Source: an optimization exercise on an open RTL-to-GDS flow (aim: small area, a short achievable clock period and few clock cycles per item). Production flows keep margins and buffers that such runs may drop. The RTL was checked by simulation tests, not by an equivalence proof against the original design.

===== config.mk =====
export PLATFORM = sky130hd
export DESIGN_NAME = ifft_top
export DESIGN_NICKNAME = ifft_top
export VERILOG_FILES = /design/flow/design.v
export SDC_FILE = /design/flow/constraint.sdc
export NUM_CORES = 4
export LEC_CHECK = 0
export CAP_MARGIN = 20
export CORE_MARGIN = 2
export CORE_UTILIZATION = 40
export SLEW_MARGIN = 20

===== constraint.sdc =====
create_clock -name core_clock -period 13.6 [get_ports {clk}]
set_input_delay 2.7200 -clock core_clock [delete_from_list [all_inputs] [get_ports {clk}]]
set_output_delay 2.7200 -clock core_clock [all_outputs]
set_load 0.01 [all_outputs]

===== design.v =====
module ifft_top (
    input  wire        clk,
    input  wire        rst,
    input  wire        ifft_enable,
    input  wire [15:0] in_0_real,
    input  wire [15:0] in_1_real,
    input  wire [15:0] in_2_real,
    input  wire [15:0] in_3_real,
    input  wire [15:0] in_4_real,
    input  wire [15:0] in_5_real,
    input  wire [15:0] in_6_real,
    input  wire [15:0] in_7_real,
    input  wire [15:0] in_8_real,
    input  wire [15:0] in_9_real,
    input  wire [15:0] in_10_real,
    input  wire [15:0] in_11_real,
    input  wire [15:0] in_0_imag,
    input  wire [15:0] in_1_imag,
    input  wire [15:0] in_2_imag,
    input  wire [15:0] in_3_imag,
    input  wire [15:0] in_4_imag,
    input  wire [15:0] in_5_imag,
    input  wire [15:0] in_6_imag,
    input  wire [15:0] in_7_imag,
    input  wire [15:0] in_8_imag,
    input  wire [15:0] in_9_imag,
    input  wire [15:0] in_10_imag,
    input  wire [15:0] in_11_imag,
    output wire [15:0] ifft_out_real,
    output wire [15:0] ifft_out_imag,
    output wire        finish
);
  integer i;
  reg       busy;
  reg [4:0] t;
  reg       fin;
  wire      start = ~busy & ifft_enable;
  always @(posedge clk or negedge rst) begin
    if (!rst) begin
      busy <= 1'b0;
      t    <= 5'd0;
      fin  <= 1'b0;
    end else begin
      if (start) begin
        busy <= 1'b1;
        t    <= 5'd1;
      end else if (busy) begin
        t <= t + 5'd1;
        if (t == 5'd19) busy <= 1'b0;
      end
      fin <= busy & (t >= 5'd3) & (t <= 5'd18);
    end
  end
  assign finish = fin;
  localparam M_ID = 3'd0, M_J = 3'd1, M_T1 = 3'd2, M_T3 = 3'd3,
             M_W1 = 3'd4, M_W3 = 3'd5, M_W5 = 3'd6, M_W7 = 3'd7;
  wire       r0A_r, r1A_r, r2A_r, r3A_r, r2C_r, n8_r, sw4_r, n4_r, bl_r, bq3_r, bp3_r;
  wire       n0_r, t01_r, t12_r, t23_r, hsx_r, hsy_r, byB_r, jB_r, zyB_r, byC_r, injA_r, injC_r;
  wire       jm_r, weR_r, jm_i, weR_i;
  wire [4:0] cB_r;
  wire [3:0] kC_r;
  wire [3:1] weC_r, weG_r;
  wire       r0A_i, r1A_i, r2A_i, r3A_i, r2C_i, n8_i, sw4_i, n4_i, bl_i, bq3_i, bp3_i;
  wire       n0_i, t01_i, t12_i, t23_i, hsx_i, hsy_i, byB_i, jB_i, zyB_i, byC_i, injA_i, injC_i;
  wire [4:0] cB_i;
  wire [3:0] kC_i;
  wire [3:1] weC_i, weG_i;
  ifft_ctl #(.IM(0)) u_cr (
    .clk(clk), .rst(rst), .start(start), .busy(busy),
    .r0A(r0A_r), .r1A(r1A_r), .r2A(r2A_r), .r3A(r3A_r),
    .cB(cB_r), .zyB(zyB_r), .byB(byB_r), .jB(jB_r), .hsx(hsx_r), .hsy(hsy_r),
    .kC(kC_r), .byC(byC_r), .r2C(r2C_r), .weC(weC_r), .weG(weG_r),
    .n8(n8_r), .sw4(sw4_r), .n4(n4_r), .bl(bl_r), .bq3(bq3_r), .bp3(bp3_r),
    .n0(n0_r), .t01(t01_r), .t12(t12_r), .t23(t23_r), .injA(injA_r), .injC(injC_r),
    .jm(jm_r), .weR(weR_r));
  ifft_ctl #(.IM(1)) u_ci (
    .clk(clk), .rst(rst), .start(start), .busy(busy),
    .r0A(r0A_i), .r1A(r1A_i), .r2A(r2A_i), .r3A(r3A_i),
    .cB(cB_i), .zyB(zyB_i), .byB(byB_i), .jB(jB_i), .hsx(hsx_i), .hsy(hsy_i),
    .kC(kC_i), .byC(byC_i), .r2C(r2C_i), .weC(weC_i), .weG(weG_i),
    .n8(n8_i), .sw4(sw4_i), .n4(n4_i), .bl(bl_i), .bq3(bq3_i), .bp3(bp3_i),
    .n0(n0_i), .t01(t01_i), .t12(t12_i), .t23(t23_i), .injA(injA_i), .injC(injC_i),
    .jm(jm_i), .weR(weR_i));
  reg [15:0] x0r, x0i, x4r, x4i, x8r, x8i;
  reg [15:0] ar[0:2], ai[0:2], br[0:2], bi[0:2], cr[0:2], ci[0:2];
  always @(posedge clk) begin
    if (!busy) begin
      x0r <= in_0_real;   x0i <= in_0_imag;
      x4r <= in_4_real;   x4i <= in_4_imag;
      x8r <= in_8_real;   x8i <= in_8_imag;
      ar[0] <= in_1_real;  ai[0] <= in_1_imag;
      ar[1] <= in_3_real;  ai[1] <= in_3_imag;
      ar[2] <= in_2_real;  ai[2] <= in_2_imag;
      br[0] <= in_5_real;  bi[0] <= in_5_imag;
      br[1] <= in_7_real;  bi[1] <= in_7_imag;
      br[2] <= in_6_real;  bi[2] <= in_6_imag;
      cr[0] <= in_9_real;  ci[0] <= in_9_imag;
      cr[1] <= in_11_real; ci[1] <= in_11_imag;
      cr[2] <= in_10_real; ci[2] <= in_10_imag;
    end else begin
      for (i = 0; i < 3; i = i + 1) begin
        ar[i] <= ar[(i+1)%3]; ai[i] <= ai[(i+1)%3];
        br[i] <= br[(i+1)%3]; bi[i] <= bi[(i+1)%3];
        cr[i] <= cr[(i+1)%3]; ci[i] <= ci[(i+1)%3];
      end
      if (injA_r) ar[2] <= gv_r;
      if (injA_i) ai[2] <= gv_i;
      if (injC_r) cr[0] <= gv_r;
      if (injC_i) ci[0] <= gv_i;
    end
  end
  wire        subA_r = r1A_r | r3A_r, subA_i = r1A_i | r3A_i;
  wire [15:0] uopr = r3A_r ? {ar[2][14:0], 1'b0} : ar[0] & {16{~r2A_r}};
  wire [15:0] uopi = r3A_i ? {ai[2][14:0], 1'b0} : ai[0] & {16{~r2A_i}};
  wire [15:0] wopr = (cr[0] ^ {16{subA_r}}) & {16{~r2A_r}};
  wire [15:0] wopi = (ci[0] ^ {16{subA_i}}) & {16{~r2A_i}};
  wire [15:0] vopr = (br[0] ^ {16{r0A_r}}) & {16{r0A_r | r2A_r}};
  wire [15:0] vopi = (bi[0] ^ {16{r0A_i}}) & {16{r0A_i | r2A_i}};
  wire [15:0] pre_r, pre_i;
  ifft_add3 #(16) u_prr (uopr, wopr, vopr, r0A_r, subA_r, pre_r);
  ifft_add3 #(16) u_pri (uopi, wopi, vopi, r0A_i, subA_i, pre_i);
  reg  [15:0] PBr, PBi;
  always @(posedge clk) begin
    PBr <= pre_r;
    PBi <= pre_i;
  end
  wire [15:0] XRr = (cB_r[4] ? PBi : PBr) ^ {16{cB_r[3]}};
  wire [15:0] YRr = (cB_r[2] ? PBi : PBr) ^ {16{cB_r[1]}};
  wire [15:0] ZRr = (zyB_r ? YRr : XRr) & {16{cB_r[0]}};
  wire [15:0] XRi = (cB_i[4] ? PBi : PBr) ^ {16{cB_i[3]}};
  wire [15:0] YRi = (cB_i[2] ? PBi : PBr) ^ {16{cB_i[1]}};
  wire [15:0] ZRi = (zyB_i ? YRi : XRi) & {16{cB_i[0]}};
  wire [15:0] BPr = jB_r ? -PBi : PBr;
  wire [15:0] BPi = jB_i ? PBr : PBi;
  wire [25:0] s_re, c_re, s_im, c_im;
  ifft_tw_comp u_re (.x(XRr), .y(YRr), .z(ZRr), .hx(hsx_r), .hy(hsy_r), .s(s_re), .c(c_re));
  ifft_tw_comp u_im (.x(XRi), .y(YRi), .z(ZRi), .hx(hsx_i), .hy(hsy_i), .s(s_im), .c(c_im));
  reg  [25:0] SRr, CRr, SRi, CRi;
  always @(posedge clk) begin
    SRr <= byB_r ? {BPr, 10'd0} : s_re;  CRr <= byB_r ? 26'd0 : c_re;
    SRi <= byB_i ? {BPi, 10'd0} : s_im;  CRi <= byB_i ? 26'd0 : c_im;
  end
  reg  [25:0] kpr, kpi;
  always @(*) begin
    case ({byC_r, kC_r})
      5'd0: kpr = 26'h08e00d1;
      5'd1: kpr = 26'h08e00d2;
      5'd2: kpr = 26'h08e0258;
      5'd3: kpr = 26'h08e0259;
      5'd4: kpr = 26'h08e0483;
      5'd5: kpr = 26'h08e0484;
      5'd6: kpr = 26'h08e060a;
      5'd7: kpr = 26'h08e060b;
      5'd8: kpr = 26'h3bf816c;
      5'd9: kpr = 26'h3bf816d;
      5'd10: kpr = 26'h3bf8440;
      5'd11: kpr = 26'h3bf8441;
      5'd12: kpr = 26'h3bf8440;
      5'd13: kpr = 26'h3bf8441;
      5'd14: kpr = 26'h3bf8714;
      5'd15: kpr = 26'h3bf8715;
      5'd16: kpr = 26'h0000000;
      5'd17: kpr = 26'h0000000;
      5'd18: kpr = 26'h0000000;
      5'd19: kpr = 26'h0000000;
      5'd20: kpr = 26'h0000000;
      5'd21: kpr = 26'h0000000;
      5'd22: kpr = 26'h0000000;
      5'd23: kpr = 26'h0000000;
      5'd24: kpr = 26'h0000000;
      5'd25: kpr = 26'h0000000;
      5'd26: kpr = 26'h0000000;
      5'd27: kpr = 26'h0000000;
      5'd28: kpr = 26'h0000000;
      5'd29: kpr = 26'h0000000;
      5'd30: kpr = 26'h0000000;
      5'd31: kpr = 26'h0000000;
    endcase
  end
  always @(*) begin
    case ({byC_i, kC_i})
      5'd0: kpi = 26'h08e00d1;
      5'd1: kpi = 26'h08e00d2;
      5'd2: kpi = 26'h08e0258;
      5'd3: kpi = 26'h08e0259;
      5'd4: kpi = 26'h08e0483;
      5'd5: kpi = 26'h08e0484;
      5'd6: kpi = 26'h08e060a;
      5'd7: kpi = 26'h08e060b;
      5'd8: kpi = 26'h3bf816c;
      5'd9: kpi = 26'h3bf816d;
      5'd10: kpi = 26'h3bf8440;
      5'd11: kpi = 26'h3bf8441;
      5'd12: kpi = 26'h3bf8440;
      5'd13: kpi = 26'h3bf8441;
      5'd14: kpi = 26'h3bf8714;
      5'd15: kpi = 26'h3bf8715;
      5'd16: kpi = 26'h0000000;
      5'd17: kpi = 26'h0000000;
      5'd18: kpi = 26'h0000000;
      5'd19: kpi = 26'h0000000;
      5'd20: kpi = 26'h0000000;
      5'd21: kpi = 26'h0000000;
      5'd22: kpi = 26'h0000000;
      5'd23: kpi = 26'h0000000;
      5'd24: kpi = 26'h0000000;
      5'd25: kpi = 26'h0000000;
      5'd26: kpi = 26'h0000000;
      5'd27: kpi = 26'h0000000;
      5'd28: kpi = 26'h0000000;
      5'd29: kpi = 26'h0000000;
      5'd30: kpi = 26'h0000000;
      5'd31: kpi = 26'h0000000;
    endcase
  end
  wire [15:0] zsr = r2C_r ? ar[0] : 16'd0, zsi = r2C_i ? ai[0] : 16'd0;
  wire [25:0] psum_r, psum_i;
  ifft_add4 #(26) u_psr (SRr, CRr, kpr, {zsr, 10'd0}, 1'b0, 1'b0, psum_r);
  ifft_add4 #(26) u_psi (SRi, CRi, kpi, {zsi, 10'd0}, 1'b0, 1'b0, psum_i);
  wire [15:0] gv_r = psum_r[25:10], gv_i = psum_i[25:10];
  wire [15:0] q0v_r, q0v_i, q2v_r, q2v_i;
  ifft_add3 #(16) u_q0r (ar[0], br[0], cr[0], 1'b0, 1'b0, q0v_r);
  ifft_add3 #(16) u_q0i (ai[0], bi[0], ci[0], 1'b0, 1'b0, q0v_i);
  ifft_add3 #(16) u_q2r (ar[2], br[2], cr[2], 1'b0, 1'b0, q2v_r);
  ifft_add3 #(16) u_q2i (ai[2], bi[2], ci[2], 1'b0, 1'b0, q2v_i);
  wire [15:0] gar = jm_r ? ~ai[2] : x0r;
  wire [15:0] gai = jm_i ?  ar[2] : x0i;
  wire [15:0] gbr = jm_r ? ~ci[2] : x8r ^ {16{n8_r}};
  wire [15:0] gbi = jm_i ?  cr[2] : x8i ^ {16{n8_i}};
  wire [15:0] gcr = jm_r ?  bi[2] : (sw4_r ? x4i : x4r) ^ {16{n4_r}};
  wire [15:0] gci = jm_i ? ~br[2] : (sw4_i ? x4r : x4i) ^ {16{n4_i}};
  wire [15:0] g0v_r, g0v_i;
  ifft_add3 #(16) u_g0r (gar, gbr, gcr, n8_r | jm_r, n4_r | jm_r, g0v_r);
  ifft_add3 #(16) u_g0i (gai, gbi, gci, n8_i, n4_i | jm_i, g0v_i);
  reg  [15:0] G0r, G0i;
  always @(posedge clk) begin
    G0r <= g0v_r; G0i <= g0v_i;
  end
  reg [15:0] s1r, s1i, s2r, s2i, s3r, s3i;
  reg [15:0] g0r, g0i, g1r, g1i, g2r, g2i, g3r, g3i;
  always @(posedge clk) begin
    if (weG_r[1] | weC_r[1]) s1r <= weG_r[1] ? q0v_r : gv_r;
    if (weG_i[1] | weC_i[1]) s1i <= weG_i[1] ? q0v_i : gv_i;
    if (weG_r[2] | weR_r | weC_r[2]) s2r <= weG_r[2] ? q2v_r : weR_r ? G0r : gv_r;
    if (weG_i[2] | weR_i | weC_i[2]) s2i <= weG_i[2] ? q2v_i : weR_i ? G0i : gv_i;
    if (weC_r[3]) s3r <= gv_r;
    if (weC_i[3]) s3i <= gv_i;
    if (bl_r) begin
      g0r <= G0r; g1r <= s1r; g2r <= s2r; g3r <= bq3_r ? q0v_r : bp3_r ? gv_r : s3r;
    end else if (t12_r) begin
      g1r <= g1i; g2r <= ~g2r; g3r <= ~g3i;
    end else if (t01_r | t23_r) begin
      g1r <= ~g1r; g3r <= ~g3r;
    end
    if (bl_i) begin
      g0i <= G0i; g1i <= s1i; g2i <= s2i; g3i <= bq3_i ? q0v_i : bp3_i ? gv_i : s3i;
    end else if (t12_i) begin
      g1i <= ~g1r; g2i <= ~g2i; g3i <= g3r;
    end else if (t01_i | t23_i) begin
      g1i <= ~g1i; g3i <= ~g3i;
    end
  end
  wire [15:0] o_r, o_i;
  ifft_add4 #(16) u_or (g0r, g2r, g1r, g3r, n0_r, n0_r, o_r);
  ifft_add4 #(16) u_oi (g0i, g2i, g1i, g3i, n0_i, n0_i, o_i);
  reg  [15:0] OR, OI;
  always @(posedge clk) begin
    OR <= o_r; OI <= o_i;
  end
  assign ifft_out_real = OR;
  assign ifft_out_imag = OI;
endmodule
module ifft_tw_comp (
    input  wire [15:0] x,
    input  wire [15:0] y,
    input  wire [15:0] z,
    input  wire        hx,       
    input  wire        hy,       
    output wire [25:0] s,
    output wire [25:0] c
);
  function [25:0] t(input [15:0] v, input integer k);
    t = {10'd0, ~v[15], v[14:0]} << k;
  endfunction
  wire [15:0] nx = ~x, ny = ~y;
  wire [15:0] xg = hx ? x : 16'd0;
  wire [15:0] yg = hy ? ny : 16'd0;
  wire [25:0] o0  = t(x, 10);
  wire [25:0] o1  = t(nx, 6);
  wire [25:0] o5  = t(y, 9);
  wire [25:0] o10 = t(z, 0);
  wire [25:0] o2  = hx ? t(nx, 8) : t(nx, 4);
  wire [25:0] o3  = hx ? t(x, 4)  : t(x, 1);
  wire [25:0] o4  = t(xg, 2);
  wire [25:0] o6  = hy ? t(y, 8)  : t(ny, 7);
  wire [25:0] o7  = hy ? t(ny, 5) : t(y, 3);
  wire [25:0] o8  = hy ? t(ny, 3) : t(ny, 0);
  wire [25:0] o9  = t(yg, 2);
  wire [25:0] s1a, c1a, s1b, c1b, s1c, c1c;
  ifft_csa l1a (o0, o1, o2,  s1a, c1a);
  ifft_csa l1b (o3, o4, o5,  s1b, c1b);
  ifft_csa l1c (o6, o7, o8,  s1c, c1c);
  wire [25:0] s2a, c2a, s2b, c2b;
  ifft_csa l2a (s1a, c1a, s1b, s2a, c2a);
  ifft_csa l2b (c1b, s1c, c1c, s2b, c2b);
  wire [25:0] s3a, c3a, s3b, c3b;
  ifft_csa l3a (s2a, c2a, s2b, s3a, c3a);
  ifft_csa l3b (c2b, o9, o10, s3b, c3b);
  wire [25:0] s4, c4;
  ifft_csa l4 (s3a, c3a, s3b, s4, c4);
  ifft_csa l5 (s4, c4, c3b, s, c);
endmodule
module ifft_add3 #(parameter W = 16) (
    input  wire [W-1:0] a,
    input  wire [W-1:0] b,
    input  wire [W-1:0] d,
    input  wire         ci1,
    input  wire         ci2,
    output wire [W-1:0] y
);
  wire [W-1:0] s = a ^ b ^ d;
  wire [W-1:0] m = (a & b) | (a & d) | (b & d);
  assign y = s + {m[W-2:0], ci1} + {{(W-1){1'b0}}, ci2};
endmodule
module ifft_add4 #(parameter W = 16) (
    input  wire [W-1:0] a,
    input  wire [W-1:0] b,
    input  wire [W-1:0] d,
    input  wire [W-1:0] e,
    input  wire         ci1,
    input  wire         ci2,
    output wire [W-1:0] y
);
  wire [W-1:0] s1 = a ^ b ^ d;
  wire [W-1:0] m1 = (a & b) | (a & d) | (b & d);
  wire [W-1:0] c1 = {m1[W-2:0], ci1};
  wire [W-1:0] s2 = s1 ^ c1 ^ e;
  wire [W-1:0] m2 = (s1 & c1) | (s1 & e) | (c1 & e);
  assign y = s2 + {m2[W-2:0], ci2};
endmodule
module ifft_csa (
    input  wire [25:0] a,
    input  wire [25:0] b,
    input  wire [25:0] d,
    output wire [25:0] s,
    output wire [25:0] c
);
  assign s = a ^ b ^ d;
  wire [25:0] m = (a & b) | (a & d) | (b & d);
  assign c = {m[24:0], 1'b0};
endmodule
module ifft_ctl #(parameter IM = 0) (
    input  wire       clk,
    input  wire       rst,
    input  wire       start,
    input  wire       busy,
    output reg        r0A, r1A, r2A, r3A,    
    output reg  [4:0] cB,          
    output reg        zyB,         
    output reg        byB, jB,     
    output reg        hsx, hsy,    
    output reg  [3:0] kC,          
    output reg        byC,         
    output reg        r2C,         
    output reg  [3:1] weC,         
    output reg  [3:1] weG,         
    output reg        n8, sw4, n4,  
    output reg        bl,          
    output reg        bq3, bp3,    
    output reg        n0, t01, t12, t23,      
    output reg        injA, injC,  
    output reg        jm,          
    output reg        weR          
);
  localparam M_ID = 3'd0, M_J = 3'd1, M_T1 = 3'd2, M_T3 = 3'd3,
             M_W1 = 3'd4, M_W3 = 3'd5, M_W5 = 3'd6, M_W7 = 3'd7;
  reg [4:0] tc;
  always @(posedge clk or negedge rst) begin
    if (!rst)       tc <= 5'd0;
    else if (start) tc <= 5'd1;
    else if (busy)  tc <= tc + 5'd1;
  end
  wire [4:0] tp = busy ? tc : 5'd0;
  reg [2:0] modeN;
  always @(*) begin
    case (tp)
      5'd0:  modeN = M_T1; 5'd1:  modeN = M_T3;
      5'd2:  modeN = M_T1; 5'd3:  modeN = M_W1; 5'd4:  modeN = M_W3;
      5'd5:  modeN = M_T3; 5'd6:  modeN = M_W5; 5'd7:  modeN = M_W7;
      5'd8:  modeN = M_J;  5'd9:  modeN = M_T1; 5'd10: modeN = M_T3;
      default: modeN = M_ID;
    endcase
  end
  reg  [2:0] modeA;      
  reg  [4:0] cN;
  always @(*) begin
    if (IM == 0)
      case (modeA)
        M_W1:    cN = 5'b00_11_0;
        M_W3:    cN = 5'b11_00_0;
        M_W5:    cN = 5'b11_01_1;
        M_W7:    cN = 5'b01_11_1;
        M_T1:    cN = 5'b00_11_0;
        default: cN = 5'b01_11_1;    
      endcase
    else
      case (modeA)
        M_W1:    cN = 5'b10_00_0;
        M_W3:    cN = 5'b00_10_0;
        M_W5:    cN = 5'b00_11_1;
        M_W7:    cN = 5'b11_00_1;
        M_T1:    cN = 5'b10_00_0;
        default: cN = 5'b00_11_1;    
      endcase
  end
  wire       hN = (modeA == M_T1) | (modeA == M_T3);
  wire [1:0] kn = tp[1:0] + 2'd2;           
  reg        hsB, ia1, ic1, sw1;
  always @(posedge clk) begin
    modeA <= modeN;
    r0A  <= (tp <= 5'd1);
    r1A  <= (tp >= 5'd2)  & (tp <= 5'd4);
    r2A  <= (tp >= 5'd5)  & (tp <= 5'd7);
    r3A  <= (tp >= 5'd8)  & (tp <= 5'd10);
    cB   <= cN;
    zyB  <= (modeA == M_W5) | ((IM != 0) & (modeA == M_T3));
    byB  <= (modeA == M_ID) | (modeA == M_J);
    jB   <= (modeA == M_J);
    hsx  <= hN;
    hsy  <= (tp == 5'd1) | (tp == 5'd2) | (tp == 5'd3) | (tp == 5'd6) | (tp == 5'd10) | (tp == 5'd11);
    hsB  <= hN;
    kC   <= {hsB, cB[3], cB[1], cB[0]};
    byC  <= byB;
    r2C  <= (tp >= 5'd7)  & (tp <= 5'd9);
    weC[1] <= (tp == 5'd2) | (tp == 5'd8)  | (tp == 5'd11);
    weC[2] <= (tp == 5'd7) | (tp == 5'd10);
    weC[3] <= (tp == 5'd3) | (tp == 5'd9)  | (tp == 5'd12);
    weG[1] <= (tp == 5'd0);
    weG[2] <= (tp == 5'd0);
    weG[3] <= 1'b0;
    weR  <= (tp == 5'd4);
    jm   <= (tp == 5'd3);
    n8   <= (tp == 5'd8) | (tp == 5'd12);
    sw1  <= (tp == 5'd7) | (tp == 5'd11);
    sw4  <= sw1;
    n4   <= (tp == 5'd4) | (tp == (IM ? 5'd12 : 5'd8));
    bl   <= (tp == 5'd1) | (tp == 5'd5) | (tp == 5'd9) | (tp == 5'd13);
    bq3  <= (tp == 5'd1);
    bp3  <= (tp == 5'd9);
    ia1  <= (tp >= 5'd3) & (tp <= 5'd5);
    injA <= ia1;
    ic1  <= (tp >= 5'd6) & (tp <= 5'd8);
    injC <= ic1;
    n0   <= (kn != 2'd0);
    t01  <= (kn == 2'd0);
    t12  <= (kn == 2'd1);
    t23  <= (kn == 2'd2);
  end
endmodule

===== run.sh =====
#!/bin/bash
# synth_recipe.tcl (not shown) runs the flow's synth.tcl, then flattens the netlist and writes it again
# the make line also repeats each setting of config.mk as NAME=value (left out here)
make -C /OpenROAD-flow-scripts/flow DESIGN_CONFIG=/design/flow/config.mk WORK_HOME=/design/flow/orfs CLKGATE_MAP_FILE= SYNTH_SCRIPT=/design/flow/synth_recipe.tcl finish

==> results.txt, run 1 <==
Run status:
- The flow ran to the end and the layout has no timing, DRC or antenna violations.

Global routing:
- Global routing finished with a remaining overflow of 0.
- The number of antenna violations at the first check in global routing is 17.
- For this run, the total global-route usage over all layers was measured as 0.2717.
- Entering global routing, the biggest net connects 83 pins.
- The first-pass GRT wire length is 307.9 mm.
- The number of global-route vias before repair came to 44,330.

Timing:
- The measured slew at the worst slew-check pin is 1.172 ns.
- Across all setup checks in the final design, the least slack found is roughly 8 ns.
- Setup repair after global routing left no endpoint under its margin.
- The normalized max-slew margin is 0.2176.
- The hold violation total from the final report is 0.
- For the final database, setup skew stands at 0.09018 ns.
- Derived from the worst setup path, the maximum achievable clock frequency is approximately 180 MHz.
- The number of failing setup endpoints in the final timing report is 0.
- The worst hold slack after final layout is approximately 0.33 ns.
- The number of slew-limit violations in the final report is 0.
- The clock period minus worst slack is between 5 and 6 ns.
- The post-route setup TNS is 0 ns.
- In the finished design, the share of the clock period the worst path needs comes to 0.4186.

Yosys:
- The count of yosys warnings during synthesis is 16.
- The predominant post-synthesis flop cell is sky130_fd_sc_hd__dfxtp_1.
- The synthesized design contains between 300 and 400 enable-type register cells.
- After synthesis, the share of flip-flops with an asynchronous set or reset is 0.01838.
- In the post-synthesis netlist, the biggest area contributors are sky130_fd_sc_hd__dfxtp_1 19%, sky130_fd_sc_hd__fa_1 18%, sky130_fd_sc_hd__edfxtp_1 16%.
- For this run, the register share of the synthesized area comes to 0.3591.
- The most instantiated library cell after synthesis is sky130_fd_sc_hd__inv_1.
- Of the post-synthesis cell area, the dominant cell type holds 0.1939.
- Synthesis produced between 5,000 and 6,000 cells.
- The synthesized area is roughly 61,000 um2.
- The post-synthesis cell type count is just over 80.
- After synthesis the netlist holds a flip-flop and latch count of approximately 900.
- By count the netlist is led by 730 x sky130_fd_sc_hd__inv_1, 588 x sky130_fd_sc_hd__dfxtp_1, 532 x sky130_fd_sc_hd__fa_1.
- In this run the mean area of a mapped cell was 10.37 um2.
- Summed over all instances, the cell type with the most area after synthesis is sky130_fd_sc_hd__dfxtp_1.

Floorplan:
- For this configuration, the core starts out at a cell density of 0.4040.
- The floorplan die area is 154,900 um2.
- In this run the count of I/O pins placed on the die edge is 420.
- In this run the vertical extent of the chip is 393.6 um.
- The number of core rows is approximately 140.
- The placeable core region is about 150,000 um2.
- The horizontal die dimension is slightly below 400 um.

Setup path:
- STA puts the critical path data arrival time at 6.33 ns.
- On the worst path, the slowest cell contributes a delay of approximately 0.94 ns.
- The critical path is of the reg -> reg type.
- For this design, the slowest cell found on the critical path is sky130_fd_sc_hd__nor2_1.
- STA puts the critical path data required time at 14.24 ns.
- The worst setup path is launched from a flop.
- Of all nets on the critical path, the largest fanout is 18.
- The signal on the critical path passes through clkinv_1, nor2_1, mux2i_1, fa_1, fa_1, inv_1, fa_1, a21o_1, a21oi_1, o21bai_1, a21oi_1, o21bai_1, a211oi_1, o21ai_1, a31o_1, a21oi_1, xnor2_1.
- The cell family contributing the most delay on the critical path is compound AO/OA/AOI/OAI gates.
- Counting both buffers and inverters, the worst setup path holds a total of 2.
- STA classifies the critical path endpoint as a flop.

Hold path:
- The worst hold path belongs to the class reg -> reg.

Route:
- Wire segments on met2 add up to about 94 mm in the final route.
- The total wirelength of the detailed-routed design is around 210 mm.
- The top routing layer in use is met5.
- The detailed-routed wire length on met3 is about 18 mm.
- The routed metal-1 wire length is roughly 95 mm.
- For this block, the via count after detailed routing is 44,100.
- For this block, the initial DRC count from the detailed router was 4,297.
- Once detail routing completed, the nets flagged for antenna violations numbered 0.
- After detailed routing, the number of remaining DRC violations is 0.
- The detailed-routing iteration count for the pre-antenna-repair pass is 6.
- After detailed routing, the number of vias per cell comes to about 5.3.
- Dividing the detail-routed wire length by the instance count gives 25.71 um.

CTS:
- The quantity of gates resized following cts is 0.
- Clock tree synthesis inserted a total of between 100 and 150 buffers.
- The clock root buffer is sky130_fd_sc_hd__clkbuf_16.
- TritonCTS built the clock tree.
- The longest clock path from root to sink contains 3 buffers.
- The level count of the clock H-tree is 3.
- The number of setup buffers added after CTS is 0.
- The clock insertion delay at the later pin of the skew report is just under 0.8 ns.
- For this design, the CTS-stage hold fixing added 0 buffers.
- After clock tree synthesis, the clock-pin slew on the worst setup and hold paths is approximately 0.06 ns.
- The number of sinks driven by the clock tree is 925.

Finish:
- The final core utilization is 0.4705.
- The layout-stage area growth over the synthesis result is 16.46%.
- In the final layout, the share of cells above drive strength 1 is 0.09517.
- The post-layout net count is approximately 7,400.

Place:
- The worst slack after detailed placement is around 8 ns.
- The wire-length estimate of the detail-placed layout is 172.1 mm.
- The congestion estimate from routability-driven global placement came to between 0.9 and 1.
- The number of port buffers is 419.

Job:
- The number of max-capacitance violations reported is 0.
## sequential cells by signal (all words and copies together) (netlist names), 24 cells and up
name  cells
CRi      24
CRr      24
SRi      26
SRr      26
ai       48
ar       48
bi       48
br       48
ci       48
cr       48
## cells in the final DEF, fill, tap and decap left out, types with 20 or more instances in the layout
master,count
sky130_fd_sc_hd__xor2_1,118
sky130_fd_sc_hd__nor2_1,346
sky130_fd_sc_hd__inv_1,730
sky130_fd_sc_hd__mux2_2,297
sky130_fd_sc_hd__nand2_1,458
sky130_fd_sc_hd__and2_1,52
sky130_fd_sc_hd__clkbuf_16,115
sky130_fd_sc_hd__a21boi_0,28
sky130_fd_sc_hd__fa_1,532
sky130_fd_sc_hd__dfxtp_1,578
sky130_fd_sc_hd__a21o_1,42
sky130_fd_sc_hd__o21ai_1,24
sky130_fd_sc_hd__xnor2_1,251
sky130_fd_sc_hd__edfxtp_1,320
sky130_fd_sc_hd__a211oi_1,35
sky130_fd_sc_hd__clkbuf_1,23
sky130_fd_sc_hd__ha_1,335
sky130_fd_sc_hd__clkdlybuf4s50_1,419
sky130_fd_sc_hd__o21ai_0,299
sky130_fd_sc_hd__nand2b_1,36
sky130_fd_sc_hd__o22ai_1,20
sky130_fd_sc_hd__nor2b_1,109
sky130_fd_sc_hd__a21oi_1,301
sky130_fd_sc_hd__nand3_1,40
sky130_fd_sc_hd__buf_4,62
sky130_fd_sc_hd__mux2i_1,282
sky130_fd_sc_hd__o21bai_1,22
sky130_fd_sc_hd__nor3_1,51
## per-stage QoR
| stage | std cells | instance area (um2) |
|---|---|---|
| global placement | 8096 | 67020 |
| global route | 8295 | 70690 |
| finish | 8304 | 70710 |
| CTS | 8289 | 70670 |
| detailed placement | 8096 | 67040 |
| floorplan | 5855 | 60730 |
## logic make-up after synthesis
group / count (synthesis) / synth area share
xor+xnor: 380 / 0.05494
other cells: 2 / 0.0001237
flops: 925 / 0.3591
compound gates: 922 / 0.09028
mux: 580 / 0.1018
buf+inv: 993 / 0.06147
simple gates: 1184 / 0.08787
fa+ha+maj: 867 / 0.2444
## area by class of cell
cell class | count | area, um2
Antenna cell | 15 | 37.54
Clock buffer | 160 | 3237
Clock inverter | 33 | 385.4
Fill cell | 14240 | 79600
Inverter | 737 | 2769
Multi-Input combinational cell | 3937 | 35280
Sequential cell | 925 | 21830
Tap cell | 2016 | 2522
Timing Repair Buffer | 481 | 4659
## layer usage
metal,vias to the layer above,global-route usage
li1,20070,-
met3,289,0.05361
met5,-,0
met2,1837,0.4159
met1,21900,0.3865
met4,2,0.08463
## path summary, 6_finish.rpt
kind | startpoint | depth (start not counted) | slack [ns] | to
max | u_ci.r2A | 17 | 7.91 | PBi[14]
min | u_cr.ic1 | 0 | 0.33 | u_cr.injC
max reg2reg | u_ci.r2A | 17 | 7.91 | PBi[14]
min reg2reg | u_cr.ic1 | 0 | 0.33 | u_cr.injC
max in group asynchronous | rst | 2 | 10.96 | busy
min in group asynchronous | rst | 2 | 2.36 | u_cr.tc[0]
Testbench counts, summed over its fixed seeds: cycles 10,240, items 512.
==> run 2: changes to the inputs <==
--- a/design.v
+++ b/design.v
@@ -297,17 +297,17 @@
   wire [25:0] o8  = hy ? t(ny, 3) : t(ny, 0);
   wire [25:0] o9  = t(yg, 2);
+  wire [25:0] a1, b1, a2, b2;
+  ifft_csa l0a (o0, o1, o5, a1, b1);
+  ifft_csa l0b (a1, b1, o10, a2, b2);
   wire [25:0] s1a, c1a, s1b, c1b, s1c, c1c;
-  ifft_csa l1a (o0, o1, o2,  s1a, c1a);
-  ifft_csa l1b (o3, o4, o5,  s1b, c1b);
-  ifft_csa l1c (o6, o7, o8,  s1c, c1c);
+  ifft_csa l1a (o2, o3, o4, s1a, c1a);
+  ifft_csa l1b (o6, o7, o8, s1b, c1b);
+  ifft_csa l1c (o9, a2, b2, s1c, c1c);
   wire [25:0] s2a, c2a, s2b, c2b;
   ifft_csa l2a (s1a, c1a, s1b, s2a, c2a);
   ifft_csa l2b (c1b, s1c, c1c, s2b, c2b);
-  wire [25:0] s3a, c3a, s3b, c3b;
-  ifft_csa l3a (s2a, c2a, s2b, s3a, c3a);
-  ifft_csa l3b (c2b, o9, o10, s3b, c3b);
-  wire [25:0] s4, c4;
-  ifft_csa l4 (s3a, c3a, s3b, s4, c4);
-  ifft_csa l5 (s4, c4, c3b, s, c);
+  wire [25:0] s3, c3;
+  ifft_csa l3 (s2a, c2a, s2b, s3, c3);
+  ifft_csa l4 (s3, c3, c2b, s, c);
 endmodule
 module ifft_add3 #(parameter W = 16) (
==> run 2 against run 1 <==
  * Worst hold slack improved by 0.0022 ns
  * Synthesized cell count rose by 1.7%
  * Final area rose by 0.77%
  * Synthesized area rose by 1.1%
  * Cell count rose by 1.3%
  * Largest cell class unchanged
  * Clock skew fell by 0.0012 ns
  * Sequential share of layout area fell by 0.24 points
  * Highest routed layer unchanged
==> results.txt, run 2 <==
Run status:
- The flow ran to the end and the layout has no timing, DRC or antenna violations.

Yosys:
- The post-synthesis cell type count came to 79 (-4.8%).
- The most common cell in the synthesized netlist is sky130_fd_sc_hd__inv_1.
- The proportion of register bits with asynchronous set or reset after synthesis came to 0.01838 (unchanged).
- The mean area per synthesized cell came to 10.31 um2 (-0.62%).
- The sequential-to-total area share from yosys stat is 0.3553 (-0.003844).
- The synthesized netlist cell count came to 5,953 (+1.7%).
- The synthesized area is 61,380 um2 (+1.1%).
- The count of yosys warnings during synthesis is 16 (unchanged).
- Sorting the synthesized cells by area gives the leading types as sky130_fd_sc_hd__dfxtp_1 19%, sky130_fd_sc_hd__fa_1 17%, sky130_fd_sc_hd__edfxtp_1 16%.
- sky130_fd_sc_hd__dfxtp_1 takes more of the synthesized area than any other cell.
- The area share of the largest cell type after synthesis came to 0.1918 (-0.002075).
- The number of storage elements in the synthesis netlist came to 925 (unchanged).
- Among all flip-flop cells after synthesis, the most frequent one is sky130_fd_sc_hd__dfxtp_1.
- In the synthesized netlist, the cells that appear most often are 695 x sky130_fd_sc_hd__inv_1, 588 x sky130_fd_sc_hd__dfxtp_1, 520 x sky130_fd_sc_hd__fa_1.
- The number of synthesized flops with an enable pin is 320 (unchanged).

Route:
- The routed via count divided by cell count is 5.319 (+0.14%).
- The average wire per cell in the routed design is 25.41 um (-1.2%).
- The count of nets left with antenna violations after detail routing was 0 (unchanged).
- The count of routing violations after the opening detailed-route iteration is 3,840 (-11%).
- The vias after detailed routing was 44,750 (+1.5%).
- The total wirelength of the detailed-routed design is 213.8 mm (+0.11%).
- The detailed-routing iteration count for the pre-antenna-repair pass is 6 (unchanged).
- The post-route DRC violation count was 0 (unchanged).

Floorplan:
- The horizontal die dimension was 395.7 um (+0.53%).
- The floorplan die area is 156,600 um2 (+1.1%).
- The placeable core region is 152,100 um2 (+1.2%).
- The initial standard-cell utilization of the core came to 0.4036 (about the same).
- The number of core rows is 143 (+0.70%).
- The number of top-level design ports is 420 (unchanged).
- The die boundary height is 395.7 um (+0.53%).

Setup path:
- The cell with the largest stage delay on the worst path is sky130_fd_sc_hd__dfxtp_1.
- The number of buffer and inverter instances along the worst setup path is 3 (+1).
- The gate family responsible for the most delay along the worst path is simple AND/OR/NAND/NOR gates.
- The data arrival time of the critical path is 6.24 ns (-0.09 ns).
- The worst endpoint required time came to 14.17 ns (-0.07 ns).
- The stage delay of the slowest cell on the critical path is 0.77 ns (-0.17 ns).
- The type of element launching the critical path is a flop.
- The sort of element at the end of the critical path is a flop.
- The critical path in this run is classified as reg -> reg.
- The maximum fanout count along the critical path is 19 (+1).
- The most prevalent standard cell on the critical path is sky130_fd_sc_hd__fa_1.
- The critical path goes through nor2b_1, buf_6, mux2i_1, fa_1, inv_1, fa_1, inv_1, fa_1, nor2b_1, o21ai_0, a21boi_0, o21ai_0, a21boi_0, o2111ai_1, a31oi_1, or4b_2, nand3_1.

Timing:
- The worst hold slack after final layout came to 0.3291 ns (+0.002194 ns).
- Setup repair after global routing left no endpoint under its margin.
- The hold violation total from the final report is 0 (unchanged).
- The number of slew-limit violations in the final report is 0 (unchanged).
- The part of the cycle the worst path needs is 0.4163 (-0.002297).
- The maximum clock frequency is 176.6 MHz (+0.55%).
- The number of failing setup endpoints in the final timing report was 0 (unchanged).
- The clock period minus worst slack was 5.662 ns (-0.03124 ns).
- The normalized max-slew margin is 0.1932 (-0.02434).
- The measured slew at the worst slew-check pin is 1.206 ns (+0.03402 ns).
- The post-route setup TNS came to 0 ns (unchanged).
- The worst setup skew after layout is 0.08895 ns (-0.001236 ns).

Global routing:
- The overall track demand over capacity in global routing is 0.2702 (-0.001485).
- The first-pass GRT wire length was 309.6 mm (+0.54%).
- The number of antenna violations at the first check in global routing is 21 (+4).
- The largest net degree at the start of global routing was 99 (+19%).
- The number of global-route vias before repair is 44,910 (+1.3%).
- The remaining global-route overflow was 0 (unchanged).

CTS:
- The number of buffers on the longest clock path is 3 (unchanged).
- The level count of the clock H-tree is 3 (unchanged).
- The clock input transition at the sequential cells of the worst setup and hold paths came to 0.07 ns (about the same).
- The post-CTS setup-driven buffer insertion count came to 0 (unchanged).
- The number of buffers added to fix hold violations after cts is 0 (unchanged).
- The clock insertion delay at the later pin of the skew report came to 0.75 ns (-0.02 ns).
- The number of clock buffers inserted by TritonCTS came to 104 (unchanged).
- TritonCTS built the clock tree.
- The quantity of gates resized following cts is 0 (unchanged).
- The tree is rooted in a sky130_fd_sc_hd__clkbuf_16.
- The number of sinks driven by the clock tree is 925 (unchanged).

Job:
- The number of max-capacitance violations reported is 0 (unchanged).

Place:
- The total half-perimeter wirelength after legalization and detailed placement is 173.9 mm (+1.1%).
- The placer's final routability congestion estimate is 0.9462 (-0.18%).
- The placed cell area is 67,730 um2 (+1.0%).
- The number of port buffers is 419 (unchanged).

Finish:
- The most frequent standard cell in the layout excluding fill and tap cells is sky130_fd_sc_hd__inv_1.
- The final instance area is 71,260 um2 (+0.77%).
- The library cells used most frequently in the layout, excluding fill and tap cells, are 695 x sky130_fd_sc_hd__inv_1, 578 x sky130_fd_sc_hd__dfxtp_1, 520 x sky130_fd_sc_hd__fa_1.
- The post-layout net count is 7,548 (+1.5%).
- The layout-stage area growth over the synthesis result is 16.11%.
- The final core utilization is 0.4686 (-0.001884).
- The fraction of final layout cells with drive strength greater than 1 is 0.09095 (-0.004218).

Hold path:
- The type of the tightest min-delay check is reg -> reg.
-- run 2: cell count changes after synthesis, sizes merged, moves of 12 or more --
cell	previous run	this run
inv	735	695
nor2	348	383
nand2	458	431
nand2b	37	61
nor3	52	72
ha	335	353
a21oi	303	286
and3	15	30
o21a	16	31
fa	532	520
-- run 2: final timing paths --
| check | from | to | slack, ns | cells past startpoint |
|---|---|---|---|---|
| hold / removal | u_cr.ic1 | u_cr.injC | 0.33 | 0 |
| min in group asynchronous | rst | u_cr.tc[2] | 2.51 | 1 |
| setup reg to reg | u_cr.r2A | PBr[14] | 7.94 | 17 |
| setup / recovery | u_cr.r2A | PBr[14] | 7.94 | 17 |
| hold reg to reg | u_cr.ic1 | u_cr.injC | 0.33 | 0 |
| max in group asynchronous | rst | busy | 10.37 | 1 |
-- run 2: worst reg2reg max path: cells and delay by family, from the launching register on --
| kind | cells | cell delay, ns |
|---|---|---|
| compound gates | 6 | 1.26 |
| simple gates | 4 | 1.79 |
| flops | 1 | 0.77 |
| mux | 1 | 0.11 |
| buf+inv | 3 | 0.37 |
| fa+ha+maj | 3 | 1.20 |
-- run 2: cells by family after synthesis --
family,count (synthesis),share of synthesized area
AOI/OAI and AO/OA,933,0.09049
xor gates and xnor gates,383,0.05466
adders and majority gates,875,0.2419
buffers and inverters,959,0.05885
DFF,925,0.3553
muxes,581,0.1008
other,1,0.00006110
and+or+nand+nor,1296,0.09798
-- run 2: final cells by class --
type,count,area [um2]
diodes,7,17.52
clock buffers,148,3000
clock inverters,47,501.7
fillers,14390,80820
inverters,697,2619
multi-input cells,4070,36030
flip-flops and latches,925,21830
well taps,2030,2540
repair buffers,490,4731
-- run 2: stage by stage --
step / setup WS [ns] / instances
finish: 7.938 / 8414
global placement: 7.771 / 8211
CTS: 8.020 / 8407
detailed placement: 8.031 / 8212
floorplan: 8.520 / 5954
global route: 7.632 / 8412
-- run 2: layer usage --
layer,GRT usage,routed length [um],up-vias
met1,0.3734,93650,22250
met2,0.4275,97440,1690
met4,0.09825,8622,10
met3,0.04336,13990,306
li1,-,-,20500
met5,0,61,-
Testbench counts of run 2, summed over its fixed seeds: cycles 10,240, items 512.

[port drivers added, routing unchanged]
No port has a modelled driver above. Below, the same layouts with a new extraction and two added sets of constraints. Step 1: set_driving_cell puts a clkbuf_16 on clk and a buf_2 on each other input, an assumption about the parent block. Step 2 adds t to the input delays and takes it off the output delays; t is the mean of the earliest and latest rising clock arrival at the registers after step 1. Input paths then give back, and output paths get back, about the clock's delay inside the block. Slacks: ideal ports / drivers / drivers and shift; pairs: ideal ports / drivers.
run	t (ns)	slack for setup (ns)	worst hold slack (ns)	clock arrival spread, ns
run 1	0.812	7.907 / 7.907 / 7.907	0.327 / 0.327 / 0.327	0.090 / 0.091
run 2	0.791	7.938 / 7.938 / 7.938	0.329 / 0.329 / 0.329	0.089 / 0.089
After both steps setup and hold are still met in every run listed.
